Source: an optimization exercise on an open RTL-to-GDS flow (aim: small area, a short achievable clock period and few clock cycles per item). Production flows keep margins and buffers that such runs may drop. Function was checked by simulation only, so behaviour that the tests miss may differ from the original. Power is estimated from default activity; no workload was simulated.

===== flow/run.sh =====
#!/bin/bash
# The standard layout, with plain buf_2 port buffers, and timing repair
# aiming past the period.
set -euo pipefail
export BUFFER_PORTS_ARGS="-buffer_cell sky130_fd_sc_hd__buf_2"
export SETUP_SLACK_MARGIN=11.0
bash standard.sh > standard_flow.log 2>&1

===== standard.sh =====
#!/bin/bash
# synth_recipe.tcl (not shown) runs the flow's synth.tcl, then flattens the netlist and writes it again
# the make line also repeats each setting of config.mk as NAME=value (left out here)
make -C /OpenROAD-flow-scripts/flow DESIGN_CONFIG=/design/flow/config.mk WORK_HOME=/design/flow/orfs CLKGATE_MAP_FILE= SYNTH_SCRIPT=/design/flow/synth_recipe.tcl "${@:-finish}"

===== config.mk =====
export PLATFORM = sky130hd
export DESIGN_NAME = alu32
export DESIGN_NICKNAME = alu32
export VERILOG_FILES = /design/flow/design.v
export SDC_FILE = /design/flow/constraint.sdc
export NUM_CORES = 4
export LEC_CHECK = 0
export ABC_AREA = 1
export CAP_MARGIN = 20
export CORE_MARGIN = 2
export CORE_UTILIZATION = 55
export CTS_BUF_LIST = sky130_fd_sc_hd__clkbuf_4 sky130_fd_sc_hd__clkbuf_8
export SLEW_MARGIN = 20

===== constraint.sdc =====
create_clock -name core_clock -period 24.0 [get_ports {clk}]
set_input_delay 4.8000 -clock core_clock [delete_from_list [all_inputs] [get_ports {clk}]]
set_output_delay 4.8000 -clock core_clock [all_outputs]
set_load 0.01 [all_outputs]

===== design.v =====
module alu_logic (
input  [31:0] A,
input  [31:0] B,
input  [2:0]  S,
output [31:0] sum,
output [31:0] lres
);
  wire        sub = S[2] & ~S[0];
  wire [31:0] bx  = B ^ {32{sub}};
  wire [31:0] g0  = A & bx;
  wire [31:0] p0  = A ^ bx;
  reg  [31:0] G, P;
  integer l, i;
  always @* begin
    G = g0; P = p0;
    G[0] = g0[0] | (p0[0] & sub);
    for (l = 0; l < 5; l = l + 1)
      for (i = 0; i < 32; i = i + 1)
        if ((i >> l) & 1) begin
          G[i] = G[i] | (P[i] & G[((i >> l) << l) - 1]);
          P[i] = P[i] & P[((i >> l) << l) - 1];
        end
  end
  wire [31:0] c  = {G[30:0], sub};
  wire [31:0] s  = p0 ^ c;
  wire        slt = (S[1:0] == 2'b00);
  assign sum = slt ? {31'd0, s[31]} : s;
  wire [31:0] o = p0 | g0;
  assign lres = S[1] ? (S[0] ? ~o : p0) : (S[0] ? o : g0);
endmodule
module mod_msb (
input  [31:0] x,
output [4:0]  m
);
  wire [15:0] v1, p1;
  wire [7:0]  v2;
  wire [15:0] p2;
  wire [3:0]  v3;
  wire [11:0] p3;
  wire [1:0]  v4;
  wire [7:0]  p4;
  genvar i;
  generate
    for (i = 0; i < 16; i = i + 1) begin : l1
      assign v1[i] = x[2*i+1] | x[2*i];
      assign p1[i] = x[2*i+1];
    end
    for (i = 0; i < 8; i = i + 1) begin : l2
      assign v2[i] = v1[2*i+1] | v1[2*i];
      assign p2[2*i+1:2*i] = {v1[2*i+1], v1[2*i+1] ? p1[2*i+1] : p1[2*i]};
    end
    for (i = 0; i < 4; i = i + 1) begin : l3
      assign v3[i] = v2[2*i+1] | v2[2*i];
      assign p3[3*i+2:3*i] = {v2[2*i+1], v2[2*i+1] ? p2[4*i+3:4*i+2] : p2[4*i+1:4*i]};
    end
    for (i = 0; i < 2; i = i + 1) begin : l4
      assign v4[i] = v3[2*i+1] | v3[2*i];
      assign p4[4*i+3:4*i] = {v3[2*i+1], v3[2*i+1] ? p3[6*i+5:6*i+3] : p3[6*i+2:6*i]};
    end
  endgenerate
  assign m = {v4[1], v4[1] ? p4[7:4] : p4[3:0]};
endmodule
module mod_step (
input  [31:0] r,
input         a,
input  [31:0] b,
output [31:0] y
);
  wire [32:0] x = {r, a};
  wire [32:0] nb = {1'b1, ~b};
  wire [32:0] g0 = x & nb;
  wire [32:0] p0 = x ^ nb;
  reg  [32:0] G, P;
  integer l, i;
  always @* begin
    G = g0; P = p0;
    G[0] = g0[0] | p0[0];
    for (l = 1; l < 33; l = l * 2)
      for (i = 2*l - 1; i < 33; i = i + 2*l) begin
        G[i] = G[i] | (P[i] & G[i-l]);
        P[i] = P[i] & P[i-l];
      end
    for (l = 16; l >= 1; l = l / 2)
      for (i = 3*l - 1; i < 33; i = i + 2*l) begin
        G[i] = G[i] | (P[i] & G[i-l]);
        P[i] = P[i] & P[i-l];
      end
  end
  wire [32:0] c = {G[31:0], 1'b1};
  wire nob = G[32];    
  wire [31:0] d = p0[31:0] ^ c[31:0];
  assign y = nob ? d : x[31:0];
endmodule
module alu32 #(
  parameter K = 2      
) (
input clk,
input reset,
input start,
input [31:0] A,
input [31:0] B,
input [2:0] S,
output done,
output [31:0] R
);
  localparam G  = (32 + K - 1) / K;   
  localparam GW = (G > 16) ? 5 : (G > 8) ? 4 : (G > 4) ? 3 : (G > 2) ? 2 : 1;
  wire [31:0] sum;
  wire [31:0] lres;
  alu_logic u_alu (.A(A), .B(B), .S(S), .sum(sum), .lres(lres));
  wire [4:0] la, lb;
  mod_msb ua (.x(A), .m(la));
  mod_msb ub (.x(B), .m(lb));
  wire [5:0] df = {1'b0, la} - {1'b0, lb};
  wire [4:0] gs = df[5] ? 5'd0 : ((df[4:0] + 5'd1) >> 1) | {df[4:0] == 5'd31, 4'd0};
  reg          busy;
  reg          done_r;
  reg [4:0]    g;
  reg [31:0]   rem;
  wire        first = ~busy & ~done_r;
  wire [4:0]  gc    = first ? gs : g;
  wire [65:0] a_sh  = {32'd0, A, 2'b00} >> {gc, 1'b0};
  reg  [1:0]  c_r;     
  wire [31:0] y1, y;
  mod_step u1 (.r(rem), .a(c_r[1]), .b(B), .y(y1));
  mod_step u2 (.r(first ? {1'b0, a_sh[33:3]} : y1), .a(first ? a_sh[2] : c_r[0]), .b(B), .y(y));
  always @(posedge clk or posedge reset) begin
    if (reset) begin
      busy <= 1'b0; done_r <= 1'b0;
    end else if (!start) begin
      busy <= 1'b0; done_r <= 1'b0;
    end else if (!done_r) begin
      if (gc == 5'd0) begin busy <= 1'b0; done_r <= 1'b1; end
      else busy <= 1'b1;
    end
  end
  always @(posedge clk) begin
    g   <= gc - 5'd1;
    c_r <= a_sh[1:0];
    if (start && !done_r) rem <= y;
  end
  assign done = done_r;
  assign R = (S == 3'b111) ? rem : (S[2] ? sum : lres);
endmodule

==> results of run 1 <==
report_power, final:
group	internal [uW]	switching, uW
clock network	24.7	32.2
logic	586	1080
registers	172	53.7
total	783	1170
cells in the mapped netlist (19+ instances only):
| cell type | number |
|---|---|
| a31oi_1 | 24 |
| o21ai_0 | 84 |
| xor2_1 | 45 |
| nor2_1 | 85 |
| clkbuf_1 | 27 |
| o211ai_1 | 30 |
| nand3_1 | 282 |
| fa_1 | 38 |
| edfxtp_1 | 32 |
| inv_1 | 225 |
| xnor2_1 | 23 |
| buf_2 | 19 |
| nand2_1 | 523 |
| ha_1 | 134 |
| a21oi_1 | 84 |
stage by stage:
step | utilization | setup WS [ns] | instances | power, uW | hold WS [ns]
3_5_place_dp | 0.588 | 10.44 | 2144 | 1850 | 0.526
4_1_cts | 0.598 | 11.02 | 2158 | 1920 | 0.539
2_1_floorplan | - | 11.15 | 1835 | 1530 | 0.500
3_3_place_gp | 0.588 | 10.53 | 2144 | 1820 | 0.516
5_1_grt | 0.612 | 10.97 | 2171 | 2170 | 0.586
6_report | 0.612 | 11.18 | 2171 | 1950 | 0.539
logic make-up after synthesis:
group           count (synthesis)  share of synthesized area
simple gates                  953                      0.365
buf+inv                       307                      0.116
compound gates                294                      0.155
fa+ha+maj                     172                      0.212
xor+xnor                       68                     0.0518
flops                          41                      0.100
layout make-up:
type / instances / area share
Clock inverter: 1 / 0.000602
Tap cell: 270 / 0.0271
Multi-Input combinational cell: 1487 / 0.731
Clock buffer: 7 / 0.00722
Sequential cell: 41 / 0.0923
Timing Repair Buffer: 129 / 0.0700
Inverter: 236 / 0.0719
worst max path at each step:
stage	from	to	slack, ns	cells past startpoint
CTS	S[2]	R[16]	11.02	21
global route	S[2]	R[16]	10.97	19
global placement	S[0]	R[16]	10.53	20
detailed placement	S[0]	R[16]	10.44	20
floorplan	S[0]	R[16]	11.15	19
finish	S[2]	R[16]	11.18	19
flip-flops by register name, summed over array words and instances (netlist names):
register  flops
c_r           2
rem          32
g             5
busy          1
done_r        1
timing repair:
| item | 4_1_cts | 5_1_grt |
|---|---|---|
| pin swaps | 1 | 11 |
| setup endpoints to repair | 19 | 42 |
| gates cloned | 1 | 4 |
| resized for setup | 8 | 25 |
| setup buffers | 5 | 9 |
critical path, cell delays in order:
cell and delay [ns]:
buf_2 0.13, clkinvlp_4 0.11, buf_12 0.14, nor2_4 0.11, buf_12 0.13, buf_12 0.11, xor2_1 0.08, ha_1 0.39
nand2_2 0.10, nor3_4 0.24, inv_1 0.08, nor4_2 0.26, nand2_2 0.13, nand2_8 0.10, inv_1 0.05, fa_1 0.43
or2_2 0.30, a31oi_1 0.17, buf_2 0.16
layer usage:
layer	share of wire	up-vias	GRT usage
li1	-	6206	-
met1	0.46	5940	0.548
met2	0.43	592	0.541
met3	0.095	53	0.0374
met4	0.020	0	0.0862
met5	0	-	0
==> flow_summary.yaml, run 1 <==
drt:
  wl_per_cell_microns: 18.8
  vias_per_cell: 5.89
  dr.pass1.iters: 8
  drtIter0Drc: 1358
  wirelength_mm: 40.8
  antenna_left: 0
  vias: 12791
  drc_errors: 0
layout:
  most-common-layout-cells: "nand2_1, nand3_1, inv_1"
  multiInputGateArea_sq_um: 9110
  drive_gt1_frac: 0.112
  fill_cells: 2026
  antenna_cells: 0
  postLayoutCellArea_sq_um: 12500
  areaGrowthSynthToFinish_pct: 8.56
  fin_nets: 2142
  seq_area_sq_um: 1150
  mostFrequentLayoutCell: "nand2_1"
floorplan:
  rows: 52
  die_w_microns: 149
  die_y_microns: 149
  io_pins: 103
  core_sq_um: 20400
  dieArea_sq_um: 22100
  initial_core_util: 0.564
timing:
  maxSlewHeadroom: 0.362
  worst_slew_pin_slew_ns: 0.955
  hold_viol: 0
  tns_ns: 0
  finalCriticalPeriod_ns: 12.82
  final_max_slew_viol_count: 0
  rsz0062_at_grt: "no"
  skew_ns: 0.0105
  finalCritPeriodShare: 0.534
  finalSetupViolCount: 0
  fmax_mhz: 78.0
setup_path:
  end_kind: "output port"
  reg2reg_slack_ns: 17.95
  rr_worst_depth: 32
  crit_type: "primary input to output port"
  cp.required_ns: 19.20
  reg2reg_from: "done_r"
  start_kind: "primary input"
  r2r-end: "rem[31]"
  worstPathMaxFanout: 6
  critical_path_arrival_ns: 8.02
synthesis:
  ys_seq_elements: 41
  synth_cell_type_count: 60
  netlist_area_sq_um: 11500
  yosysTopAreaCell: "nand2_1"
  ys_async_sr_fraction: 0.0488
  avgSynthCellArea_sq_um: 6.26
  synth_cells: 1835
  synth-seq-area-share: 0.100
  yosysTopAreaCellShare: 0.171
  yosysWarnings: 3
  synth_area_leaders: "nand2_1, ha_1, nand3_1"
  synth_ff_type: "edfxtp_1"
  synth_fp_nets: 2077
  synth-edff-count: 32
clock_network:
  clkSlewWorstSetupHoldPaths_ns: 0.10
  cts_tree: "done"
  clk_path_buf_depth: 2
  cts_sinks: 41
  htreeDepth: 2
  cts_hold_buf: 0
  cts_buffers: 5
  clock_latency_ns: 0.32
  cts_root_buf: "clkbuf_8"
grt:
  gr-total-overflow: 0
  grt_pass1_wl_mm: 62.1
  grtUsageTotal: 0.359
  first_global_vias: 11406
  grt_max_degree: 86
  antenna_found_initial: 0
job:
  maxCapViolations: 0
place:
  gp_congestion: 0.967
  io_buffers: 102
  place_area_sq_um: 12000
  dp.final_hpwl_mm: 31.6
power:
  ir_worst_vdd_mv: 0.282
  total_leakage_power_uw: 0.00673
  p_per_area_nw_per_um2: 157
worst_hold_path:
  hp-start: "busy"
  min_path_cells: 2
  min_path_type: "register to register"
  min_to: "busy"
outcome:
  status: "timing/DRC/antenna clean"
Testbench counts, summed over its fixed seeds: cycles 5,650, mods 1,200.
==> run 2, diff against run 1 <==
==> flow/run.sh (replaced) <==
#!/bin/bash
# The standard layout, with plain buf_2 port buffers, and timing repair
# aiming past the period.
set -euo pipefail
export BUFFER_PORTS_ARGS="-buffer_cell sky130_fd_sc_hd__buf_2"
export SETUP_SLACK_MARGIN=11.5
bash standard.sh > standard_flow.log 2>&1
--- a/config.mk
+++ b/config.mk
@@ -10,4 +10,5 @@
 export CORE_MARGIN = 2
 export CORE_UTILIZATION = 55
 export CTS_BUF_LIST = sky130_fd_sc_hd__clkbuf_4 sky130_fd_sc_hd__clkbuf_8
+export PLACE_DENSITY = 0.75
 export SLEW_MARGIN = 20
==> run 2 against run 1 <==
Effect of this change: register-to-register slack better by 0.19 ns; total power up 0.25%; sequential power down 3%; die area unchanged; area after synthesis unchanged; critical path depth down 1; worst setup slack better by 0.28 ns; hold slack worse by 0.0097 ns; first-iteration DRC count up 11%; largest cell class unchanged.
==> flow_summary.yaml, run 2 <==
outcome:
  status: "timing/DRC/antenna clean"
grt:
  first_global_vias: 11383
  gr-total-overflow: 0
  grtUsageTotal: 0.352
  grt_pass1_wl_mm: 61.2
  antenna_found_initial: 0
  grt_max_degree: 84
power:
  swShare: 0.592
  p_per_area_nw_per_um2: 156
  ir_worst_vdd_mv: 0.119
  intPower_uw: 799
  power_uw: 1960
  clkPwrFrac: 0.036
  pwr-share-seq: 0.112
  total_leakage_power_uw: 0.00674
  power.switching_uw: 1160
  pwr-share-comb: 0.853
setup_path:
  start_kind: "primary input"
  reg2reg_slack_ns: 18.14
  slowest_delay_ns: 0.44
  worstPathMaxFanout: 4
  crit_type: "primary input to output port"
  critical_path_arrival_ns: 7.74
  crit_slowest_cell: "fa_2"
  cp.required_ns: 19.20
  end_kind: "output port"
  cp_cell_sequence: "buf_12, clkinv_8, nor2_4, buf_12, buf_6, xor2_2, ha_1, nand2_2, nor3_4, inv_2, nor4_4, nand2_4, nand2_4, inv_2, fa_2, or2_4, a31oi_4, buf_2"
layout:
  postLayoutCellArea_sq_um: 12600
  most-common-layout-cells: "nand2_1, nand3_1, inv_1"
  largestRegisters: "rem (32), g (5), c_r (2)"
  regMostFlops: "rem"
  fin_nets: 2141
  mostFrequentLayoutCell: "nand2_1"
  largest_reg_flops: 32
  areaGrowthSynthToFinish_pct: 9.44
  drive_gt1_frac: 0.123
  antenna_cells: 0
clock_network:
  cts_buffers: 5
  cts_tree: "done"
  clock_latency_ns: 0.31
  clkSlewWorstSetupHoldPaths_ns: 0.09
  cts_hold_buf: 0
  clk_path_buf_depth: 2
  htreeDepth: 2
  cts_sinks: 41
  cts_root_buf: "clkbuf_8"
place:
  io_buffers: 102
  place_area_sq_um: 12000
  dp.final_hpwl_mm: 30.7
  gp_congestion: 1.02
  dp_slack_ns: 10.09
floorplan:
  rows: 52
  dieArea_sq_um: 22100
  core_sq_um: 20400
  die_w_microns: 149
  die_y_microns: 149
  initial_core_util: 0.564
  io_pins: 103
job:
  maxCapViolations: 0
synthesis:
  ys_async_sr_fraction: 0.0488
  yosysWarnings: 3
  netlist_area_sq_um: 11500
  synth_cells: 1835
  synth_cell_type_count: 60
  synth_area_leaders: "nand2_1, ha_1, nand3_1"
  ys_seq_elements: 41
  yosysTopAreaCellShare: 0.171
  avgSynthCellArea_sq_um: 6.26
  synth-edff-count: 32
  synth_fp_nets: 2077
  synth_common_cells: "nand2_1, nand3_1, inv_1"
  yosysTopAreaCell: "nand2_1"
  synth.most_common_cell: "nand2_1"
  synth-seq-area-share: 0.100
  synth_ff_type: "edfxtp_1"
timing:
  rsz0062_at_grt: "yes"
  fin_ws_ns: 11.46
  worst_slew_pin_slew_ns: 1.02
  tns_ns: 0
  finalCriticalPeriod_ns: 12.54
  maxSlewHeadroom: 0.318
  fmax_mhz: 79.7
  finalSetupViolCount: 0
  hold_viol: 0
  finalCritPeriodShare: 0.523
  final_max_slew_viol_count: 0
  skew_ns: 0.00456
drt:
  vias: 12847
  drc_errors: 0
  wirelength_mm: 39.7
  vias_per_cell: 5.92
  antenna_left: 0
  wl_per_cell_microns: 18.3
  drtIter0Drc: 1512
  dr.pass1.iters: 8
worst_hold_path:
  min_path_type: "register to register"
[run 2: cell counts after synthesis]
Identical to the previous run, type by type.
[run 2: per-stage QoR]
stage	util	hold WS, ns	std cells
3_5_place_dp	0.588	0.520	2142
6_report	0.617	0.529	2170
5_1_grt	0.617	0.582	2170
3_3_place_gp	0.588	0.514	2142
4_1_cts	0.601	0.532	2158
2_1_floorplan	-	0.500	1835
[run 2: power by group through the flow]
stage	sequential [uW]	clock (uW)	combinational, uW
2_1_floorplan	197	0	1330
3_3_place_gp	216	0	1570
3_5_place_dp	217	0	1610
4_1_cts	216	70.2	1620
5_1_grt	222	73.2	1870
6_report	219	70.2	1670
[run 2: logic make-up (layout without fill, tap and decap cells)]
family | Yosys count | after routing | synth area share
simple gates | 953 | 953 | 0.365
flops | 41 | 41 | 0.100
compound gates | 294 | 294 | 0.155
xor+xnor | 68 | 68 | 0.0518
buf+inv | 307 | 372 | 0.116
fa+ha+maj | 172 | 172 | 0.212
[run 2: final cells by class]
type	instances	area [sq um]
fillers	1905	7790
clock buffers	5	68.8
well taps	270	338
clock inverters	3	65.1
flip-flops and latches	41	1150
multi-input cells	1487	9250
repair inverters	1	8.76
repair buffers	127	781
inverters	236	913
[run 2: path summary, 6_finish.rpt]
kind / startpoint / endpoint / cells past startpoint
hold reg to reg: busy / busy / 2
min in group asynchronous: reset / busy / 2
setup / recovery: S[2] / R[16] / 18
max in group asynchronous: reset / done_r / 2
setup reg to reg: done_r / rem[27] / 24
hold / removal: busy / busy / 2
[run 2: per-layer routing]
metal	GRT usage	wire, microns
met5	0	0
met4	0.0867	897
met3	0.0641	4650
met2	0.542	17200
met1	0.510	17000
[run 2: what timing repair did]
action                     in CTS  in global routing
pin swaps                       1                 22
gates cloned                    2                  1
setup buffers                   6                 11
resized for setup              13                 53
setup endpoints to repair      63                 55
[run 2: worst max-delay path, delay by kind of cell]
kind | cells | cell delay, ns
AO/OA/AOI/OAI | 1 | 0.11
XOR/XNOR | 1 | 0.06
adder cells (fa/ha/maj) | 2 | 0.78
buffers and inverters | 7 | 0.67
AND/OR/NAND/NOR | 7 | 1.29
==> run 3, diff against run 2 <==
--- a/design.v
+++ b/design.v
@@ -11,15 +11,19 @@
   wire [31:0] p0  = A ^ bx;
   reg  [31:0] G, P;
   integer l, i;
+  reg [31:0] G2, P2;
   always @* begin
     G = g0; P = p0;
     G[0] = g0[0] | (p0[0] & sub);
-    for (l = 0; l < 5; l = l + 1)
+    for (l = 1; l < 32; l = l * 2) begin
+      G2 = G; P2 = P;
       for (i = 0; i < 32; i = i + 1)
-        if ((i >> l) & 1) begin
-          G[i] = G[i] | (P[i] & G[((i >> l) << l) - 1]);
-          P[i] = P[i] & P[((i >> l) << l) - 1];
+        if (i >= l) begin
+          G2[i] = G[i] | (P[i] & G[i-l]);
+          P2[i] = P[i] & P[i-l];
         end
+      G = G2; P = P2;
+    end
   end
   wire [31:0] c  = {G[30:0], sub};
   wire [31:0] s  = p0 ^ c;
==> flow/run.sh (replaced) <==
#!/bin/bash
# The standard layout, with plain buf_2 port buffers, and timing repair
# aiming past the period.
set -euo pipefail
export BUFFER_PORTS_ARGS="-buffer_cell sky130_fd_sc_hd__buf_2"
export SETUP_SLACK_MARGIN=12.2
bash standard.sh > standard_flow.log 2>&1
--- a/config.mk
+++ b/config.mk
@@ -9,6 +9,4 @@
 export CAP_MARGIN = 20
 export CORE_MARGIN = 2
 export CORE_UTILIZATION = 55
-export CTS_BUF_LIST = sky130_fd_sc_hd__clkbuf_4 sky130_fd_sc_hd__clkbuf_8
-export PLACE_DENSITY = 0.75
 export SLEW_MARGIN = 20
==> run 3 against run 2 <==
Effect of this change: core utilization increased by 8.0 points; count of clock-buffer cells in the layout grew 2; clock power is 8.0% higher; routed wire length increased by 23%; clock skew barely moved; critical path type unchanged; highest routed layer is now met5; still clean; area after synthesis up 2.1%; sequential power is 2% higher; worst setup slack better by 0.62 ns; critical endpoint is now R[24]; non-clock buffer count rose by 39; combinational power increased by 7%; global-route usage increased by 6.5 points.
==> flow_summary.yaml, run 3 <==
timing:
  rsz0062_at_grt: "yes"
  finalCritPeriodShare: 0.497
  maxSlewHeadroom: 0.391
  hold_viol: 0
  fin_ws_ns: 12.08
  fmax_mhz: 83.9
  skew_ns: 0.00475
  finalSetupViolCount: 0
  final_max_slew_viol_count: 0
  worst_slew_pin_slew_ns: 0.912
  tns_ns: 0
  finalCriticalPeriod_ns: 11.92
place:
  gp_congestion: 1.07
  io_buffers: 102
  dp.final_hpwl_mm: 36.4
  place_inst: 2253
  dp_slack_ns: 10.67
drt:
  wl_per_cell_microns: 21.0
  vias: 14545
  dr.pass1.iters: 6
  drtIter0Drc: 1688
  met2_length_mm: 21.2
  wl_met3_mm: 5.80
  vias_per_cell: 6.26
  drc_errors: 0
  wl_met1_mm: 18.8
  antenna_left: 0
  highest_layer: "met5"
  wirelength_mm: 48.8
floorplan:
  core_sq_um: 21000
  rows: 53
  dieArea_sq_um: 22500
  die_y_microns: 150
  die_w_microns: 150
  io_pins: 103
  initial_core_util: 0.560
grt:
  grt_max_degree: 76
  antenna_found_initial: 1
  gr-total-overflow: 0
  first_global_vias: 13208
  grt_pass1_wl_mm: 72.1
  grtUsageTotal: 0.418
job:
  maxCapViolations: 0
setup_path:
  cp_cell_sequence: "buf_16, nand2_8, xor2_4, ha_4, nand2_4, nor2_4, inv_2, nor3_4, nand4_1, nand3_1, nand2_1, nand3_1, nand2_1, nand2_1, nand2_1, buf_2"
  crit_type: "primary input to output port"
  worstPathMaxFanout: 14
  cp_top_family: "simple AND/OR/NAND/NOR gates"
  critical_path_arrival_ns: 7.12
  rr_worst_depth: 35
  worstSetupPathDepth: 16
  crit_top_cell: "nand2_1"
  end_kind: "output port"
  cp_num_buf_inv: 3
  cp.required_ns: 19.20
  start_kind: "primary input"
  crit_slowest_cell: "ha_4"
  slowest_delay_ns: 0.33
worst_hold_path:
  min_path_type: "register to register"
  min_path_cells: 2
synthesis:
  synth.most_common_cell: "nand2_1"
  yosysWarnings: 3
  ys_seq_elements: 41
  yosysTopAreaCellShare: 0.173
  netlist_area_sq_um: 11700
  ys_async_sr_fraction: 0.0488
  synth_fp_nets: 2174
  synth-seq-area-share: 0.0981
  yosysTopAreaCell: "nand2_1"
  synth_ff_type: "edfxtp_1"
  synth-edff-count: 32
  synth_cell_type_count: 58
  synth_cells: 1936
  synth_area_leaders: "nand2_1, ha_1, nand3_1"
  avgSynthCellArea_sq_um: 6.06
  synth_common_cells: "nand2_1, inv_1, nand3_1"
layout:
  mostFrequentLayoutCell: "nand2_1"
  antenna_cells: 0
  fin_nets: 2285
  regMostFlops: "rem"
  largestRegisters: "rem (32), g (5), c_r (2)"
  finalNonFillerCells: 2323
  drive_gt1_frac: 0.219
  areaGrowthSynthToFinish_pct: 24.5
  most-common-layout-cells: "nand2_1, nand3_1, inv_1"
  largest_reg_flops: 32
power:
  intPower_uw: 853
  p_per_area_nw_per_um2: 143
  clkPwrFrac: 0.036
  ir_worst_vdd_mv: 0.362
  power.switching_uw: 1240
  pwr-share-comb: 0.857
  swShare: 0.592
  pwr-share-seq: 0.107
  total_leakage_power_uw: 0.00706
clock_network:
  clk_path_buf_depth: 2
  cts_tree: "done"
  cts_sinks: 41
  cts_root_buf: "clkbuf_16"
  htreeDepth: 2
  clock_latency_ns: 0.30
  cts_buffers: 5
  clkSlewWorstSetupHoldPaths_ns: 0.06
  cts_hold_buf: 0
outcome:
  status: "timing/DRC/antenna clean"
==> run 3: final cells by class <==
class                      count  area (sq um)
fill                        1870          6340
timing repair buffer         166          1070
timing repair inverter         2          13.8
sequential                    41          1150
inverter                     255          1000
tap                          275           344
clock inverter                 1          5.00
multi-input combinational   1576         10900
clock buffer                   7           154
==> run 3: tightest hold or removal path, stage by stage, from the launching register on <==
cell,delay [ns]
dfrtp_1,0.37
nand2_1,0.06
a21oi_1,0.06
==> run 3: worst paths after layout <==
| kind | to | slack (ns) | startpoint |
|---|---|---|---|
| setup / recovery | R[24] | 12.08 | S[2] |
| hold / removal | busy | 0.53 | busy |
| setup reg to reg | rem[31] | 17.99 | c_r[1] |
| hold reg to reg | busy | 0.53 | busy |
| max in group asynchronous | done_r | 19.54 | reset |
| min in group asynchronous | busy | 4.35 | reset |
==> run 3: cell families (layout without fill, tap and decap cells) <==
| kind of cell | after synthesis | after routing | share of synthesized area |
|---|---|---|---|
| xor+xnor | 67 | 67 | 0.0500 |
| flops | 41 | 41 | 0.0981 |
| compound gates | 374 | 374 | 0.188 |
| simple gates | 961 | 967 | 0.349 |
| fa+ha+maj | 168 | 168 | 0.201 |
| buf+inv | 325 | 431 | 0.114 |
==> run 3: stage by stage <==
stage | hold WS [ns] | instance area, sq um | power (uW) | util
final | 0.531 | 14600 | 2090 | 0.697
after global routing | 0.576 | 14600 | 2290 | 0.697
after CTS | 0.532 | 13900 | 2000 | 0.665
after detailed placement | 0.523 | 12300 | 1860 | 0.586
after global placement | 0.508 | 12300 | 1820 | 0.586
after floorplan | 0.493 | 11700 | 1490 | -
==> run 3: routing by layer <==
layer	vias up	GRT usage
li1	6672	-
met1	6690	0.574
met2	962	0.642
met3	219	0.0576
met4	2	0.207
met5	-	0
==> run 3: power groups by stage <==
stage | combinational (uW) | sequential [uW] | clock [uW]
after global placement | 1600 | 217 | 0
after floorplan | 1290 | 197 | 0
after detailed placement | 1640 | 219 | 0
after global routing | 1990 | 225 | 78.3
after CTS | 1700 | 218 | 75.7
final | 1790 | 223 | 75.8
==> run 3: repair_timing <==
item | CTS | global route
setup buffers | 37 | 17
gates cloned | 6 | 2
endpoints found under the setup margin | 64 | 56
hold endpoints to repair | 0 | 0
gates resized for setup | 241 | 114
pin swaps | 66 | 70
Testbench counts of run 3, summed over its fixed seeds: cycles 5,650, mods 1,200.
==> run 4, diff against run 3 <==
--- a/design.v
+++ b/design.v
@@ -5,32 +5,28 @@
 output [31:0] sum,
 output [31:0] lres
 );
-  wire        sub = S[2] & ~S[0];
+  wire        sub = ~S[0];    
   wire [31:0] bx  = B ^ {32{sub}};
   wire [31:0] g0  = A & bx;
   wire [31:0] p0  = A ^ bx;
   reg  [31:0] G, P;
   integer l, i;
-  reg [31:0] G2, P2;
   always @* begin
     G = g0; P = p0;
     G[0] = g0[0] | (p0[0] & sub);
-    for (l = 1; l < 32; l = l * 2) begin
-      G2 = G; P2 = P;
+    for (l = 0; l < 5; l = l + 1)
       for (i = 0; i < 32; i = i + 1)
-        if (i >= l) begin
-          G2[i] = G[i] | (P[i] & G[i-l]);
-          P2[i] = P[i] & P[i-l];
+        if ((i >> l) & 1) begin
+          G[i] = G[i] | (P[i] & G[((i >> l) << l) - 1]);
+          P[i] = P[i] & P[((i >> l) << l) - 1];
         end
-      G = G2; P = P2;
-    end
   end
   wire [31:0] c  = {G[30:0], sub};
   wire [31:0] s  = p0 ^ c;
   wire        slt = (S[1:0] == 2'b00);
   assign sum = slt ? {31'd0, s[31]} : s;
   wire [31:0] o = p0 | g0;
-  assign lres = S[1] ? (S[0] ? ~o : p0) : (S[0] ? o : g0);
+  assign lres = S[1] ? (S[0] ? ~o : ~p0) : (S[0] ? o : A & ~g0);
 endmodule
 module mod_msb (
 input  [31:0] x,
@@ -95,9 +91,7 @@
   wire [31:0] d = p0[31:0] ^ c[31:0];
   assign y = nob ? d : x[31:0];
 endmodule
-module alu32 #(
-  parameter K = 2      
-) (
+module alu32 (
 input clk,
 input reset,
 input start,
@@ -107,8 +101,6 @@
 output done,
 output [31:0] R
 );
-  localparam G  = (32 + K - 1) / K;   
-  localparam GW = (G > 16) ? 5 : (G > 8) ? 4 : (G > 4) ? 3 : (G > 2) ? 2 : 1;
   wire [31:0] sum;
   wire [31:0] lres;
   alu_logic u_alu (.A(A), .B(B), .S(S), .sum(sum), .lres(lres));
==> flow/run.sh (replaced) <==
#!/bin/bash
set -euo pipefail
export BUFFER_PORTS_ARGS="-buffer_cell sky130_fd_sc_hd__buf_2"
export SETUP_SLACK_MARGIN=11.5
bash standard.sh > standard_flow.log 2>&1
--- a/config.mk
+++ b/config.mk
@@ -9,4 +9,5 @@
 export CAP_MARGIN = 20
 export CORE_MARGIN = 2
 export CORE_UTILIZATION = 55
+export CTS_BUF_LIST = sky130_fd_sc_hd__clkbuf_4 sky130_fd_sc_hd__clkbuf_8
 export SLEW_MARGIN = 20
==> run 4 against run 3 <==
Effect of this change: clock power is 29% lower; non-clock buffer count is 47 lower; flip-flop and latch count stayed put; global-route usage is 6.3 points lower; area after synthesis is 2.7% lower; die area is 2.7% lower; combinational power is 6% lower; critical path depth is 1 lower; synthesized cell count is 3.8% lower; sequential power is 2% higher; highest routed layer is now met4; total power is 6.3% lower.
==> flow_summary.yaml, run 4 <==
outcome:
  status: "timing/DRC/antenna clean"
layout:
  largest_reg_flops: 32
  postLayoutCellArea_sq_um: 12200
  regMostFlops: "rem"
  antenna_cells: 0
  fin_nets: 2156
  mostFrequentLayoutCell: "nand2_1"
  largestRegisters: "rem (32), g (5), c_r (2)"
  final_util: 0.602
  areaGrowthSynthToFinish_pct: 7.08
  fill_cells: 2080
  drive_gt1_frac: 0.106
  most-common-layout-cells: "nand2_1, inv_1, nand3_1"
floorplan:
  rows: 52
  die_w_microns: 148
  io_pins: 103
  dieArea_sq_um: 21900
  core_sq_um: 20300
  die_y_microns: 148
  initial_core_util: 0.562
clock_network:
  cts_sinks: 41
  clock_latency_ns: 0.32
  cts_buffers: 5
  clk_path_buf_depth: 2
  cts_hold_buf: 0
  cts_root_buf: "clkbuf_8"
  clkSlewWorstSetupHoldPaths_ns: 0.10
  cts_tree: "done"
  htreeDepth: 2
setup_path:
  rr_worst_depth: 25
  reg2reg_from: "done_r"
  critical_path_arrival_ns: 7.49
  worstPathMaxFanout: 10
  cp.required_ns: 19.20
  cp_num_buf_inv: 4
  crit_slowest_cell: "fa_2"
  crit_top_cell: "nand3_1"
  start_kind: "primary input"
  slowest_delay_ns: 0.55
  r2r-end: "rem[11]"
  cp_cell_sequence: "buf_6, buf_12, nand2_1, inv_1, nor2_1, ha_1, or2_2, nand3_1, o211ai_1, nand3_1, nand2_4, fa_2, a22oi_1, o21ai_0, buf_2"
  cp_top_family: "simple AND/OR/NAND/NOR gates"
  crit_type: "primary input to output port"
  reg2reg_slack_ns: 17.90
  crit_path_start: "S[0]"
  end_kind: "output port"
synthesis:
  yosysTopAreaCell: "nand2_1"
  synth-seq-area-share: 0.101
  synth_cell_type_count: 58
  synth.most_common_cell: "nand2_1"
  synth_ff_type: "edfxtp_1"
  synth_compound_area_frac: 0.195
  synth-xor-area-share: 0.0284
  synth_area_leaders: "nand2_1, ha_1, nand3_1"
  synth_fa_ha_area_frac: 0.210
  synth_mux_area_frac: 0
  yosysWarnings: 3
  synth_common_cells: "nand2_1, inv_1, nand3_1"
  netlist_area_sq_um: 11400
  ys_seq_elements: 41
  synth_cells: 1863
  synth_top_family_by_area: "simple AND/OR/NAND/NOR gates"
  yosysTopAreaCellShare: 0.150
  synth-edff-count: 32
  synth_fp_nets: 2102
  ys_async_sr_fraction: 0.0488
  avgSynthCellArea_sq_um: 6.13
  synth_simple_gate_area_frac: 0.342
drt:
  dr.pass1.iters: 5
  vias: 12781
  wl_per_cell_microns: 18.3
  wirelength_mm: 40.0
  vias_per_cell: 5.84
  antenna_left: 0
  drc_errors: 0
  drtIter0Drc: 1275
place:
  place_area_sq_um: 11900
  io_buffers: 102
  dp.final_hpwl_mm: 31.1
  gp_congestion: 0.982
  dp_slack_ns: 10.97
power:
  clkPwrFrac: 0.027
  total_leakage_power_uw: 0.00662
  intPower_uw: 785
  pwr-share-seq: 0.116
  power.switching_uw: 1170
  ir_worst_vdd_mv: 0.199
  p_per_area_nw_per_um2: 160
  pwr-share-comb: 0.857
  swShare: 0.599
timing:
  fmax_mhz: 81.4
  skew_ns: 0.00650
  finalSetupViolCount: 0
  finalCriticalPeriod_ns: 12.29
  finalCritPeriodShare: 0.512
  rsz0062_at_grt: "yes"
  hold_ws_ns: 0.523
  maxSlewHeadroom: 0.318
  worst_slew_pin_slew_ns: 1.02
  hold_viol: 0
  tns_ns: 0
  fin_ws_ns: 11.71
  final_max_slew_viol_count: 0
worst_hold_path:
  min_to: "busy"
  min_path_cells: 2
  hp-start: "busy"
  min_path_type: "register to register"
grt:
  grtUsageTotal: 0.355
  grt_pass1_wl_mm: 61.2
  gr-total-overflow: 0
  grt_max_degree: 78
  first_global_vias: 11301
  antenna_found_initial: 0
job:
  maxCapViolations: 0
run 4: changes by cell type after synthesis, moves of 8 or more:
cell      delta
a21oi_1     +40
a22oi_1     +10
a31oi_1     -14
nand2_1     -84
nand2_2      +8
nor2_1      +51
nor3_1      -17
o211ai_1    -20
o21ai_0     -32
o21ai_1      +8
xor2_1      -35
run 4: worst reg2reg max path: stages (launching register included):
cell and delay (ns):
dfrtp_1 0.45, or2_1 0.13, buf_4 0.40, inv_2 0.41
and2_4 0.33, a21oi_4 0.74, nand3_1 0.23, nand3_1 0.17
nand3_1 0.24, nand2_1 0.14, inv_1 0.05, ha_1 0.31
nand3_1 0.09, nand3_1 0.15, nand2_1 0.07, nand2_1 0.13
inv_2 0.07, o21ai_2 0.25, nand2_1 0.10, nand2_1 0.21
a21oi_1 0.11, nand2_1 0.07, buf_4 0.36, clkinv_4 0.39
nand3_1 0.19, nand2_1 0.08
run 4: timing repair:
item,4_1_cts,5_1_grt
setup endpoints to repair,28,44
pin swaps,0,4
cloned,0,5
buffers inserted,0,3
gates resized for setup,5,15
run 4: how the worst max path moves through the flow:
| stage | to | slack [ns] | cells past startpoint |
|---|---|---|---|
| 4_1_cts | R[17] | 11.48 | 17 |
| 3_3_place_gp | R[17] | 10.99 | 17 |
| 2_1_floorplan | R[16] | 11.75 | 17 |
| 5_1_grt | rem[31] | 11.47 | 47 |
| 6_report | R[16] | 11.71 | 15 |
| 3_5_place_dp | R[17] | 10.97 | 17 |
run 4: cell families (layout without fill, tap and decap cells):
family / count (synthesis) / after routing
XOR/XNOR: 37 / 37
AND/OR/NAND/NOR: 909 / 910
flip-flops: 41 / 41
AO/OA/AOI/OAI: 374 / 374
adder cells (fa/ha/maj): 169 / 169
buffers and inverters: 333 / 387
run 4: layout make-up:
type | instances | area (sq um) | share of cell area
flip-flops and latches | 41 | 1150 | 0.0942
well taps | 270 | 338 | 0.0276
repair buffers | 119 | 726 | 0.0594
multi-input cells | 1490 | 8920 | 0.730
clock inverters | 2 | 12.5 | 0.00102
clock buffers | 6 | 82.6 | 0.00676
inverters | 260 | 993 | 0.0813
run 4: per-stage QoR:
stage / std cells / power, uW
after detailed placement: 2172 / 1850
after floorplan: 1863 / 1510
final: 2188 / 1960
after global placement: 2172 / 1830
after CTS: 2180 / 1920
after global routing: 2188 / 2180
run 4: power groups by stage:
stage | sequential, uW | combinational [uW] | clock, uW
6_report | 227 | 1680 | 53.7
5_1_grt | 229 | 1890 | 56.5
4_1_cts | 224 | 1640 | 54.3
3_5_place_dp | 225 | 1630 | 0
3_3_place_gp | 224 | 1600 | 0
2_1_floorplan | 199 | 1320 | 0
run 4: metal layers:
metal / wire length (microns) / track usage
met5: 0 / 0
met4: 793 / 0.0795
met3: 4000 / 0.0488
met2: 17000 / 0.537
met1: 18200 / 0.534
Testbench counts of run 4, summed over its fixed seeds: cycles 5,650, mods 1,200.
==> run 5, diff against run 4 <==
--- a/config.mk
+++ b/config.mk
@@ -10,4 +10,5 @@
 export CORE_MARGIN = 2
 export CORE_UTILIZATION = 55
 export CTS_BUF_LIST = sky130_fd_sc_hd__clkbuf_4 sky130_fd_sc_hd__clkbuf_8
+export PLACE_DENSITY = 0.75
 export SLEW_MARGIN = 20
==> run 5 against run 4 <==
Effect of this change: clock power is 17% higher; largest power group unchanged; worst setup slack worse by 0.051 ns; count of clock-buffer cells in the layout is 1 lower; critical path type unchanged; non-clock buffer count stayed put; sequential share of layout area hardly changed; critical path depth is 2 higher; final cell count hardly changed; total power hardly changed; via count hardly changed; critical endpoint unchanged; area after synthesis stayed put; core utilization is 0.27 points higher; hold slack better by 0.0075 ns.
==> flow_summary.yaml, run 5 <==
clock_network:
  cts_buffers: 5
  cts_tree: "done"
  cts_root_buf: "clkbuf_8"
  clk_path_buf_depth: 2
  cts_sinks: 41
  cts_hold_buf: 0
  clkSlewWorstSetupHoldPaths_ns: 0.10
  clock_latency_ns: 0.33
  htreeDepth: 2
power:
  ir_worst_vdd_mv: 0.165
  total_leakage_power_uw: 0.00665
  p_per_area_nw_per_um2: 160
grt:
  gr-total-overflow: 0
  grt_max_degree: 44
  first_global_vias: 11446
  grt_pass1_wl_mm: 61.2
  antenna_found_initial: 0
  grtUsageTotal: 0.352
setup_path:
  reg2reg_from: "done_r"
  cp_cell_sequence: "buf_4, bufbuf_16, nand2_1, inv_1, nor2_2, inv_1, fa_2, nand2_1, nand2_1, nand3_1, o211ai_1, nand3_1, nand2_4, fa_2, a22oi_1, o21ai_1, buf_2"
  r2r-end: "rem[31]"
  end_kind: "output port"
  worstSetupPathDepth: 17
  cp_top_family: "adder cells"
  crit_type: "primary input to output port"
  cp_num_buf_inv: 5
  critical_path_arrival_ns: 7.54
  slowest_delay_ns: 0.54
  cp.required_ns: 19.20
  worstPathMaxFanout: 19
  reg2reg_slack_ns: 18.06
  crit_top_cell: "nand2_1"
  crit_slowest_cell: "fa_2"
  rr_worst_depth: 28
  start_kind: "primary input"
layout:
  antenna_cells: 0
  fill_cells: 2014
  mostFrequentLayoutCell: "nand2_1"
  most-common-layout-cells: "nand2_1, inv_1, nand3_1"
  largestRegisters: "rem (32), g (5), c_r (2)"
  final_util: 0.605
  regMostFlops: "rem"
  fin_nets: 2155
  areaGrowthSynthToFinish_pct: 7.55
  postLayoutCellArea_sq_um: 12300
  drive_gt1_frac: 0.109
  largest_reg_flops: 32
drt:
  wl_met1_mm: 16.5
  met2_length_mm: 16.7
  vias: 12790
  wirelength_mm: 39.1
  wl_per_cell_microns: 17.9
  highest_layer: "met4"
  dr.pass1.iters: 5
  drtIter0Drc: 1288
  vias_per_cell: 5.85
  wl_met3_mm: 5.00
  drc_errors: 0
  antenna_left: 0
synthesis:
  synth_common_cells: "nand2_1, inv_1, nand3_1"
  synth_cells: 1863
  avgSynthCellArea_sq_um: 6.13
  synth_cell_type_count: 58
  yosysWarnings: 3
  netlist_area_sq_um: 11400
  ys_async_sr_fraction: 0.0488
  yosysTopAreaCellShare: 0.150
  synth_fp_nets: 2102
  ys_seq_elements: 41
  synth_ff_type: "edfxtp_1"
  synth_area_leaders: "nand2_1, ha_1, nand3_1"
  synth-seq-area-share: 0.101
  synth.most_common_cell: "nand2_1"
  synth-edff-count: 32
  yosysTopAreaCell: "nand2_1"
timing:
  fmax_mhz: 81.0
  skew_ns: 0.0117
  rsz0062_at_grt: "yes"
  worst_slew_pin_slew_ns: 0.921
  finalCritPeriodShare: 0.514
  finalSetupViolCount: 0
  tns_ns: 0
  hold_viol: 0
  maxSlewHeadroom: 0.385
  finalCriticalPeriod_ns: 12.34
  final_max_slew_viol_count: 0
  hold_ws_ns: 0.531
floorplan:
  io_pins: 103
  die_y_microns: 148
  dieArea_sq_um: 21900
  die_w_microns: 148
  rows: 52
  core_sq_um: 20300
  initial_core_util: 0.562
worst_hold_path:
  hp-start: "busy"
  min_path_type: "register to register"
  min_to: "busy"
  min_path_cells: 2
place:
  io_buffers: 102
  place_area_sq_um: 11900
  dp.final_hpwl_mm: 30.4
  gp_congestion: 1.02
job:
  maxCapViolations: 0
outcome:
  status: "timing/DRC/antenna clean"
[run 5: cell counts after synthesis]
No cell type changed its count.
[run 5: cells by family (layout without fill, tap and decap cells)]
group	Yosys count	after routing	synth area share
and+or+nand+nor	909	909	0.342
AOI/OAI and AO/OA	374	374	0.195
buffers and inverters	333	387	0.124
adders and majority gates	169	169	0.210
DFF	41	41	0.101
xor gates and xnor gates	37	37	0.0284
[run 5: where the power goes]
part           internal, uW  leakage (uW)  switching, uW
Sequential              173      0.000399           51.4
Clock                  31.2     0.0000543           31.3
Combinational           590       0.00620           1080
Total                   794       0.00665           1160
[run 5: through the flow]
step | total power [uW] | setup WS, ns | std cells
after floorplan | 1510 | 11.75 | 1863
after global placement | 1810 | 10.71 | 2173
after detailed placement | 1850 | 10.64 | 2173
after CTS | 1920 | 11.52 | 2185
after global routing | 2180 | 11.47 | 2187
final | 1960 | 11.66 | 2187
[run 5: layout make-up]
type | count | area (sq um) | area share
Multi-Input combinational cell | 1489 | 8900 | 0.725
Sequential cell | 41 | 1150 | 0.0938
Inverter | 260 | 988 | 0.0805
Timing Repair Buffer | 119 | 778 | 0.0634
Tap cell | 270 | 338 | 0.0275
Clock buffer | 5 | 68.8 | 0.00561
Clock inverter | 3 | 46.3 | 0.00377
[run 5: how the worst max path moves through the flow]
stage          slack, ns      end   from
2_1_floorplan      11.75    R[16]   S[0]
3_3_place_gp       10.71    R[17]   S[0]
3_5_place_dp       10.64    R[17]   S[0]
4_1_cts            11.52    R[17]   S[0]
5_1_grt            11.47  rem[31]  B[28]
6_report           11.66    R[16]   S[0]
[run 5: worst reg2reg max path, delay by kind of cell, from the launching register on]
family          cells  cell delay (ns)
buf+inv             4             0.93
fa+ha+maj           2             0.80
xor+xnor            1             0.16
flops               1             0.42
simple gates       18             2.44
compound gates      3             0.91
[run 5: layer usage]
| layer | GRT usage | vias to the layer above |
|---|---|---|
| met5 | 0 | - |
| met4 | 0.0881 | 0 |
| met3 | 0.0769 | 60 |
| met2 | 0.530 | 657 |
| met1 | 0.513 | 5800 |
| li1 | - | 6273 |
[run 5: repair_timing]
item,in CTS,in global routing
setup endpoints to repair,27,22
resized for setup,12,13
cloned,4,0
hold endpoints to repair,0,0
pin swaps,2,3
setup buffers,0,2
==> run 6, diff against run 5 <==
==> flow/run.sh (replaced) <==
#!/bin/bash
set -euo pipefail
export BUFFER_PORTS_ARGS="-buffer_cell sky130_fd_sc_hd__buf_2"
export SETUP_SLACK_MARGIN=11.0
bash standard.sh > standard_flow.log 2>&1
==> run 6 against run 5 <==
Effect of this change: critical path type unchanged; area after synthesis did not move; critical path depth rose by 1; first-iteration DRC count rose by 2.9%; combinational power barely moved; register-to-register slack got worse by 0.15 ns; die area did not move; critical endpoint is now R[17]; largest power group unchanged; sequential share of layout area rose by 0.14 points; worst setup slack got worse by 0.49 ns.
==> flow_summary.yaml, run 6 <==
outcome:
  status: "timing/DRC/antenna clean"
grt:
  first_global_vias: 11320
  grt-busiest-layer: "met2"
  grt_max_degree: 78
  grt_pass1_wl_mm: 60.0
  grt.met1_usage: 0.511
  grt_use_met2: 0.519
  antenna_found_initial: 0
  gr-total-overflow: 0
  use_met3: 0.0611
  grtUsageTotal: 0.344
layout:
  largest_reg_flops: 32
  most-common-layout-cells: "nand2_1, inv_1, nand3_1"
  regMostFlops: "rem"
  finalNonFillerCells: 2182
  drive_gt1_frac: 0.101
  areaGrowthSynthToFinish_pct: 5.92
  postLayoutCellArea_sq_um: 12100
  antenna_cells: 0
  mostFrequentLayoutCell: "nand2_1"
  fin_nets: 2150
  largestRegisters: "rem (32), g (5), c_r (2)"
  fill_cells: 2040
worst_hold_path:
  min_path_type: "register to register"
synthesis:
  synth_cells: 1863
  synth_fp_nets: 2102
  synth_cell_type_count: 58
  synth-edff-count: 32
  ys_async_sr_fraction: 0.0488
  yosysTopAreaCellShare: 0.150
  ys_seq_elements: 41
  netlist_area_sq_um: 11400
  avgSynthCellArea_sq_um: 6.13
  synth_ff_type: "edfxtp_1"
  yosysWarnings: 3
  synth.most_common_cell: "nand2_1"
  synth_common_cells: "nand2_1, inv_1, nand3_1"
  synth_area_leaders: "nand2_1, ha_1, nand3_1"
  synth-seq-area-share: 0.101
  yosysTopAreaCell: "nand2_1"
clock_network:
  htreeDepth: 2
  clk_path_buf_depth: 2
  cts_tree: "done"
  cts_sinks: 41
  clock_latency_ns: 0.32
  cts_root_buf: "clkbuf_8"
  clkSlewWorstSetupHoldPaths_ns: 0.10
  cts_buffers: 5
power:
  intPower_uw: 788
  ir_worst_vdd_mv: 0.165
  total_leakage_power_uw: 0.00656
  pwr-share-seq: 0.115
  pwr-share-comb: 0.853
  clkPwrFrac: 0.032
  p_per_area_nw_per_um2: 161
  power.switching_uw: 1160
  swShare: 0.596
setup_path:
  cp_cell_sequence: "buf_2, buf_16, clkinv_1, buf_6, o21ai_0, inv_1, fa_1, nand2_1, nand2_1, nand3_1, o211ai_1, nand3_1, nand2_2, fa_1, xor2_1, a21oi_1, a22oi_1, buf_2"
  worstPathMaxFanout: 54
  crit_slowest_cell: "fa_1"
  cp_num_buf_inv: 6
  end_kind: "output port"
  cp_top_family: "buffers and inverters"
  start_kind: "primary input"
  critical_path_arrival_ns: 8.03
  slowest_delay_ns: 0.45
  cp.required_ns: 19.20
  crit_type: "primary input to output port"
floorplan:
  die_w_microns: 148
  io_pins: 103
  core_sq_um: 20300
  dieArea_sq_um: 21900
  initial_core_util: 0.562
  rows: 52
  die_y_microns: 148
drt:
  vias_per_cell: 5.85
  dr.pass1.iters: 8
  drtIter0Drc: 1325
  vias: 12767
  wirelength_mm: 38.5
  drc_errors: 0
  antenna_left: 0
  wl_per_cell_microns: 17.7
place:
  io_buffers: 102
  place_inst: 2173
  place_area_sq_um: 11900
  dp.final_hpwl_mm: 30.4
  gp_congestion: 1.02
timing:
  finalCritPeriodShare: 0.535
  finalCriticalPeriod_ns: 12.83
  worst_slew_pin_slew_ns: 0.938
  final_max_slew_viol_count: 0
  rsz0062_at_grt: "no"
  skew_ns: 0.0128
  maxSlewHeadroom: 0.374
  tns_ns: 0
  hold_viol: 0
  fmax_mhz: 77.9
  finalSetupViolCount: 0
job:
  maxCapViolations: 0
-- run 6: tightest hold or removal path, stage by stage (launching register included) --
cell,delay (ns)
dfrtp_1,0.38
nand2_1,0.06
a21oi_1,0.06
-- run 6: timing repair --
action / 4_1_cts / 5_1_grt
buffers inserted: 0 / 0
gates cloned: 0 / 1
hold buffers: 0 / 0
gates resized for setup: 4 / 2
setup endpoints to repair: 11 / 2
-- run 6: final timing paths --
check	start	to	slack [ns]	cells after the start
hold reg to reg	busy	busy	0.53	2
setup reg to reg	done_r	rem[31]	17.91	30
min in group asynchronous	reset	busy	4.30	2
max in group asynchronous	reset	busy	19.59	2
hold / removal	busy	busy	0.53	2
setup / recovery	S[0]	R[17]	11.17	18
-- run 6: cell families (layout without fill, tap and decap cells) --
| group | after synthesis | count (layout) | share of synthesized area |
|---|---|---|---|
| AOI/OAI and AO/OA | 374 | 374 | 0.195 |
| xor gates and xnor gates | 37 | 37 | 0.0284 |
| adders and majority gates | 169 | 169 | 0.210 |
| buffers and inverters | 333 | 382 | 0.124 |
| DFF | 41 | 41 | 0.101 |
| and+or+nand+nor | 909 | 909 | 0.342 |
-- run 6: layout make-up --
cell class              count  area (sq um)  share of cell area
well taps                 270           338              0.0279
clock buffers               5          68.8             0.00569
multi-input cells        1489          8860               0.733
repair buffers            114           642              0.0531
clock inverters             3          46.3             0.00383
flip-flops and latches     41          1150              0.0952
inverters                 260           985              0.0815
-- run 6: per-layer routing --
layer / vias to the layer above / share of wire
met2: 633 / 0.42
met4: 0 / 0.022
met1: 5816 / 0.44
li1: 6256 / -
met5: - / 0
met3: 62 / 0.12
-- run 6: power groups by stage --
stage | Clock, uW | Sequential (uW) | Combinational [uW]
floorplan | 0 | 199 | 1320
global placement | 0 | 221 | 1590
detailed placement | 0 | 222 | 1630
CTS | 62.1 | 221 | 1630
global route | 64.1 | 227 | 1880
finish | 62.0 | 225 | 1660
-- run 6: stage by stage --
step | hold slack (ns) | worst slack (ns) | total power [uW] | util
2_1_floorplan | 0.493 | 11.75 | 1510 | -
3_3_place_gp | 0.505 | 10.71 | 1810 | 0.587
3_5_place_dp | 0.513 | 10.64 | 1850 | 0.587
4_1_cts | 0.526 | 11.13 | 1920 | 0.594
5_1_grt | 0.556 | 11.01 | 2170 | 0.595
6_report | 0.529 | 11.17 | 1950 | 0.595
==> run 7, diff against run 6 <==
==> flow/run.sh (replaced) <==
#!/bin/bash
set -euo pipefail
export BUFFER_PORTS_ARGS="-buffer_cell sky130_fd_sc_hd__buf_2"
export SETUP_SLACK_MARGIN=11.8
bash standard.sh > standard_flow.log 2>&1
--- a/config.mk
+++ b/config.mk
@@ -10,5 +10,4 @@
 export CORE_MARGIN = 2
 export CORE_UTILIZATION = 55
 export CTS_BUF_LIST = sky130_fd_sc_hd__clkbuf_4 sky130_fd_sc_hd__clkbuf_8
-export PLACE_DENSITY = 0.75
 export SLEW_MARGIN = 20
==> run 7 against run 6 <==
Effect of this change: final cell count increased by 1.6%; synthesized cell count unchanged; flip-flop and latch count stayed put.
==> flow_summary.yaml, run 7 <==
outcome:
  status: "timing/DRC/antenna clean"
power:
  ir_worst_vdd_mv: 0.257
  p_per_area_nw_per_um2: 157
  total_leakage_power_uw: 0.00684
drt:
  wl_per_cell_microns: 19.0
  drtIter0Drc: 1198
  antenna_left: 0
  drc_errors: 0
  vias_per_cell: 5.89
  wirelength_mm: 42.1
  vias: 13050
  dr.pass1.iters: 5
clock_network:
  cts_hold_buf: 0
  cts_buffers: 5
  cts_root_buf: "clkbuf_8"
  cts_tree: "done"
  clock_latency_ns: 0.32
  clkSlewWorstSetupHoldPaths_ns: 0.08
  htreeDepth: 2
  cts_sinks: 41
  clk_path_buf_depth: 2
synthesis:
  synth_fp_nets: 2102
  yosysTopAreaCell: "nand2_1"
  avgSynthCellArea_sq_um: 6.13
  synth_cell_type_count: 58
  yosysWarnings: 3
  ys_seq_elements: 41
  synth-edff-count: 32
  synth-seq-area-share: 0.101
  synth_cells: 1863
  ys_async_sr_fraction: 0.0488
  synth_ff_type: "edfxtp_1"
  synth_area_leaders: "nand2_1, ha_1, nand3_1"
  synth.most_common_cell: "nand2_1"
  yosysTopAreaCellShare: 0.150
  netlist_area_sq_um: 11400
  synth_common_cells: "nand2_1, inv_1, nand3_1"
setup_path:
  slowest_delay_ns: 0.41
  cp_num_buf_inv: 7
  crit_type: "primary input to output port"
  crit_slowest_cell: "fa_1"
  crit_top_cell: "buf_12"
  critical_path_arrival_ns: 7.38
  cp_top_family: "buffers and inverters"
  end_kind: "output port"
  worstPathMaxFanout: 14
  r2r-end: "rem[11]"
  reg2reg_slack_ns: 18.18
  cp.required_ns: 19.20
  rr_worst_depth: 27
  cp_cell_sequence: "buf_12, buf_12, inv_4, buf_12, o21ai_2, inv_1, fa_2, nand2_2, nand2_2, nand3_2, o211ai_1, buf_4, nand3_2, nand2_4, fa_1, xor2_1, a21oi_1, a22oi_1, buf_2"
  reg2reg_from: "done_r"
  start_kind: "primary input"
floorplan:
  die_y_microns: 148
  initial_core_util: 0.562
  core_sq_um: 20300
  rows: 52
  dieArea_sq_um: 21900
  io_pins: 103
  die_w_microns: 148
grt:
  gr-total-overflow: 0
  antenna_found_initial: 0
  first_global_vias: 11730
  grtUsageTotal: 0.370
  grt_pass1_wl_mm: 63.4
  grt_max_degree: 48
timing:
  finalSetupViolCount: 0
  hold_viol: 0
  maxSlewHeadroom: 0.366
  skew_ns: 0.00947
  finalCritPeriodShare: 0.507
  tns_ns: 0
  final_max_slew_viol_count: 0
  worst_slew_pin_slew_ns: 0.951
  finalCriticalPeriod_ns: 12.18
  rsz0062_at_grt: "yes"
  fmax_mhz: 82.1
layout:
  largestRegisters: "rem (32), g (5), c_r (2)"
  most-common-layout-cells: "nand2_1, inv_1, nand3_1"
  postLayoutCellArea_sq_um: 12900
  mostFrequentLayoutCell: "nand2_1"
  drive_gt1_frac: 0.153
  antenna_cells: 0
  fin_nets: 2184
  largest_reg_flops: 32
  areaGrowthSynthToFinish_pct: 12.9
  regMostFlops: "rem"
worst_hold_path:
  min_to: "busy"
  min_path_type: "register to register"
  hp-start: "busy"
  min_path_cells: 2
place:
  dp.final_hpwl_mm: 31.6
  gp_congestion: 0.973
  place_area_sq_um: 11900
  io_buffers: 102
job:
  maxCapViolations: 0
==> run 7: cell count changes in the layout (fill, tap and decap cells not counted), moves of 7 or more <==
cell and delta:
nor2_2 +19, ha_4 +8, buf_4 +21, nand2_2 +11
nor2_1 -23, nand2_1 -13, a21oi_1 -7, ha_1 -10
o21ai_0 -7
==> run 7: layout make-up <==
cell class / instances / area [sq um]
fillers: 2006 / 7420
repair buffers: 144 / 1000
flip-flops and latches: 41 / 1150
inverters: 260 / 1000
multi-input cells: 1493 / 9270
clock inverters: 1 / 30.0
clock buffers: 7 / 90.1
well taps: 270 / 338
==> run 7: what timing repair did <==
item | 4_1_cts | 5_1_grt
gates cloned | 5 | 4
buffers inserted | 13 | 13
setup endpoints to repair | 63 | 56
gates resized for setup | 25 | 90
pin swaps | 9 | 27
==> run 7: cells by family (layout without fill, tap and decap cells) <==
family	Yosys count	after routing	synth area share
XOR/XNOR	37	37	0.0284
buffers and inverters	333	412	0.124
AO/OA/AOI/OAI	374	375	0.195
adder cells (fa/ha/maj)	169	169	0.210
flip-flops	41	41	0.101
AND/OR/NAND/NOR	909	912	0.342
==> run 7: routing by layer <==
metal | wire length [microns] | track usage | vias to the layer above
met4 | 1040 | 0.108 | 0
met5 | 0 | 0 | -
li1 | - | - | 6337
met1 | 18400 | 0.538 | 6043
met3 | 4750 | 0.0781 | 72
met2 | 17900 | 0.551 | 598
==> run 7: worst max path at each step <==
| stage | start | end | slack, ns | cells after the start |
|---|---|---|---|---|
| final | S[0] | R[17] | 11.82 | 19 |
| after global routing | S[0] | R[17] | 11.73 | 19 |
| after CTS | S[0] | R[17] | 11.79 | 19 |
| after detailed placement | S[0] | R[17] | 10.63 | 18 |
| after global placement | S[0] | R[17] | 10.69 | 18 |
| after floorplan | S[0] | R[17] | 11.83 | 16 |
==> run 7: tightest hold or removal path, cell delays in order, from the launching register on <==
cell and delay, ns:
dfrtp_1 0.38, nand2_1 0.05, a21oi_1 0.05
==> run 7: through the flow <==
step | hold slack, ns | std cells | setup slack [ns] | utilization | power (uW)
2_1_floorplan | 0.493 | 1863 | 11.83 | - | 1510
3_3_place_gp | 0.508 | 2173 | 10.69 | 0.587 | 1830
3_5_place_dp | 0.510 | 2173 | 10.63 | 0.587 | 1860
4_1_cts | 0.522 | 2199 | 11.79 | 0.609 | 1950
5_1_grt | 0.540 | 2216 | 11.73 | 0.634 | 2230
6_report | 0.519 | 2216 | 11.82 | 0.634 | 2020
==> run 7: where the power goes <==
group / switching, uW / internal [uW] / total [uW]
clock: 29.5 / 35.2 / 64.6
sequential: 54.9 / 173 / 228
combinational: 1120 / 611 / 1730
total: 1200 / 819 / 2020
==> run 8, diff against run 7 <==
==> flow/run.sh (replaced) <==
#!/bin/bash
set -euo pipefail
export BUFFER_PORTS_ARGS="-buffer_cell sky130_fd_sc_hd__buf_2"
export SETUP_SLACK_MARGIN=11.5
bash standard.sh > standard_flow.log 2>&1
--- a/config.mk
+++ b/config.mk
@@ -8,6 +8,6 @@
 export ABC_AREA = 1
 export CAP_MARGIN = 20
 export CORE_MARGIN = 2
-export CORE_UTILIZATION = 55
+export CORE_UTILIZATION = 62
 export CTS_BUF_LIST = sky130_fd_sc_hd__clkbuf_4 sky130_fd_sc_hd__clkbuf_8
 export SLEW_MARGIN = 20
==> run 8 against run 7 <==
Effect of this change: die area decreased by 11%; critical endpoint is now R[16]; via count decreased by 0.11%; hold slack improved by 0.013 ns; clock power decreased by 19%; core utilization increased by 4.4 points; critical path type unchanged; largest power group unchanged; critical path depth decreased by 4; cell area decreased by 5.0%; synthesized cell count unchanged; count of clock-buffer cells in the layout unchanged; still clean; clock skew decreased by 0.0027 ns.
==> flow_summary.yaml, run 8 <==
power:
  ir_worst_vdd_mv: 0.223
  p_per_area_nw_per_um2: 162
  total_leakage_power_uw: 0.00666
  power_uw: 1980
floorplan:
  die_w_microns: 140
  dieArea_sq_um: 19500
  initial_core_util: 0.633
  io_pins: 103
  rows: 49
  core_sq_um: 18000
  die_y_microns: 140
synthesis:
  netlist_area_sq_um: 11400
  ys_async_sr_fraction: 0.0488
  synth_common_cells: "nand2_1, inv_1, nand3_1"
  yosysWarnings: 3
  yosysTopAreaCell: "nand2_1"
  synth.most_common_cell: "nand2_1"
  avgSynthCellArea_sq_um: 6.13
  ys_seq_elements: 41
  synth_cells: 1863
  synth_ff_type: "edfxtp_1"
  synth-seq-area-share: 0.101
  synth-edff-count: 32
  synth_fp_nets: 2102
  synth_area_leaders: "nand2_1, ha_1, nand3_1"
  synth_cell_type_count: 58
  yosysTopAreaCellShare: 0.150
layout:
  regMostFlops: "rem"
  most-common-layout-cells: "nand2_1, inv_1, nand3_1"
  final_util: 0.679
  fin_nets: 2165
  drive_gt1_frac: 0.113
  antenna_cells: 0
  areaGrowthSynthToFinish_pct: 7.21
  largest_reg_flops: 32
  mostFrequentLayoutCell: "nand2_1"
  largestRegisters: "rem (32), g (5), c_r (2)"
drt:
  antenna_left: 0
  wl_per_cell_microns: 18.6
  drtIter0Drc: 1416
  wirelength_mm: 40.1
  dr.pass1.iters: 6
  vias_per_cell: 6.05
  drc_errors: 0
  vias: 13035
grt:
  first_global_vias: 11621
  grtUsageTotal: 0.395
  antenna_found_initial: 0
  grt_max_degree: 54
  gr-total-overflow: 0
  grt_pass1_wl_mm: 61.5
timing:
  hold_ws_ns: 0.532
  final_max_slew_viol_count: 0
  rsz0062_at_grt: "no"
  tns_ns: 0
  finalCritPeriodShare: 0.515
  finalCriticalPeriod_ns: 12.35
  finalSetupViolCount: 0
  maxSlewHeadroom: 0.381
  fin_ws_ns: 11.65
  worst_slew_pin_slew_ns: 0.927
  fmax_mhz: 80.9
  skew_ns: 0.00676
  hold_viol: 0
setup_path:
  rr_worst_depth: 27
  crit_type: "primary input to output port"
  r2r-end: "rem[31]"
  worstPathMaxFanout: 10
  cp.required_ns: 19.20
  reg2reg_from: "done_r"
  reg2reg_slack_ns: 17.99
  end_kind: "output port"
  critical_path_arrival_ns: 7.55
  start_kind: "primary input"
place:
  io_buffers: 102
  dp_slack_ns: 10.93
  gp_congestion: 1.03
  dp.final_hpwl_mm: 30.5
outcome:
  status: "timing/DRC/antenna clean"
clock_network:
  cts_sinks: 41
  cts_tree: "done"
  clock_latency_ns: 0.32
  clk_path_buf_depth: 2
  cts_root_buf: "clkbuf_8"
  htreeDepth: 2
  cts_buffers: 5
  clkSlewWorstSetupHoldPaths_ns: 0.08
worst_hold_path:
  min_path_cells: 2
  hp-start: "busy"
  min_to: "busy"
  min_path_type: "register to register"
job:
  maxCapViolations: 0
==> run 8: worst max path at each step <==
stage / from / slack [ns] / end
after global routing: S[0] / 11.49 / R[17]
after global placement: S[0] / 11.02 / R[17]
after floorplan: S[0] / 11.75 / R[16]
final: S[0] / 11.65 / R[16]
after CTS: S[0] / 11.52 / R[17]
after detailed placement: S[0] / 10.93 / R[17]
==> run 8: per-layer routing <==
metal / part of all wire / vias to the layer above / global-route usage
li1: - / 6289 / -
met1: 0.41 / 5918 / 0.566
met5: 0 / - / 0
met3: 0.14 / 70 / 0.0950
met4: 0.024 / 0 / 0.107
met2: 0.43 / 758 / 0.597
==> run 8: timing repair <==
action                                  in CTS  in global routing
gates cloned                                 1                  4
resized for setup                            4                 21
pin swaps                                    0                  7
buffers inserted                             0                 11
endpoints found under the setup margin      20                 43
hold buffers                                 0                  0
==> run 8: cells by family (layout without fill, tap and decap cells) <==
| kind of cell | count (synthesis) | after routing | synth area share |
|---|---|---|---|
| AO/OA/AOI/OAI | 374 | 374 | 0.195 |
| flip-flops | 41 | 41 | 0.101 |
| XOR/XNOR | 37 | 37 | 0.0284 |
| buffers and inverters | 333 | 395 | 0.124 |
| AND/OR/NAND/NOR | 909 | 911 | 0.342 |
| adder cells (fa/ha/maj) | 169 | 169 | 0.210 |
==> run 8: where the power goes <==
group | switching, uW | total (uW) | internal [uW]
Combinational | 1110 | 1700 | 591
Clock | 27.9 | 52.5 | 24.6
Sequential | 50.4 | 223 | 173
==> run 8: critical path: stages <==
cell and delay, ns:
clkbuf_4 0.18, clkbuf_16 0.19, nor2_1 0.14, nor2_1 0.09
ha_1 0.35, nand2_1 0.10, nor2_1 0.13, nand3_1 0.10
o211ai_1 0.21, nand3_1 0.20, nand2_4 0.17, fa_2 0.45
a22oi_1 0.19, o21ai_1 0.09, buf_2 0.16
==> run 8: metrics by stage <==
stage,instance area [sq um],instances
finish,12200,2156
global route,12200,2156
CTS,12000,2141
detailed placement,11900,2132
global placement,11900,2132
floorplan,11400,1863
==> run 8: final cells by class <==
class,instances,area (sq um)
inverters,260,991
well taps,229,287
clock inverters,1,7.51
clock buffers,7,90.1
flip-flops and latches,41,1150
multi-input cells,1491,8920
fillers,1760,5790
repair buffers,127,786

-- port drivers added, routing unchanged --
In the flow no input, the clock included, has a driving cell. The finished layouts below were timed again as built, in two steps. Step 1 assumes that a clkbuf_16 drives the clock port and a buf_2 every other input. Step 2 moves the port delays by t, midway between the first and last clock arrival at a register: inputs arrive t later, outputs are due t later. That takes back most of the time a late clock gives input paths. Slacks: ideal / step 1 / step 2; pairs: ideal / step 1.
run | shift t [ns] | setup WS [ns] | clock arrival spread, ns | slew at the worst register clock pin (ns) | worst data-port slew with drivers (ns)
run 1 | 0.351 | 11.181 / 11.158 / 11.158 | 0.011 / 0.011 | 0.11 / 0.11 | 0.06
run 2 | 0.345 | 11.458 / 11.389 / 11.389 | 0.005 / 0.005 | 0.09 / 0.09 | 0.07
run 3 | 0.333 | 12.081 / 11.993 / 11.993 | 0.005 / 0.005 | 0.06 / 0.06 | 0.09
run 4 | 0.355 | 11.712 / 11.681 / 11.681 | 0.006 / 0.006 | 0.10 / 0.10 | 0.04
run 5 | 0.357 | 11.661 / 11.638 / 11.638 | 0.012 / 0.012 | 0.10 / 0.10 | 0.03
run 6 | 0.353 | 11.170 / 11.146 / 11.146 | 0.013 / 0.012 | 0.10 / 0.10 | 0.04
run 7 | 0.353 | 11.822 / 11.752 / 11.752 | 0.009 / 0.009 | 0.10 / 0.10 | 0.07
run 8 | 0.347 | 11.646 / 11.624 / 11.624 | 0.007 / 0.007 | 0.09 / 0.09 | 0.03
After both steps every run listed still meets setup and hold. The setup slack of run 3, which loses most, moves by -0.088 ns with the drivers and by -0.088 ns with both steps.
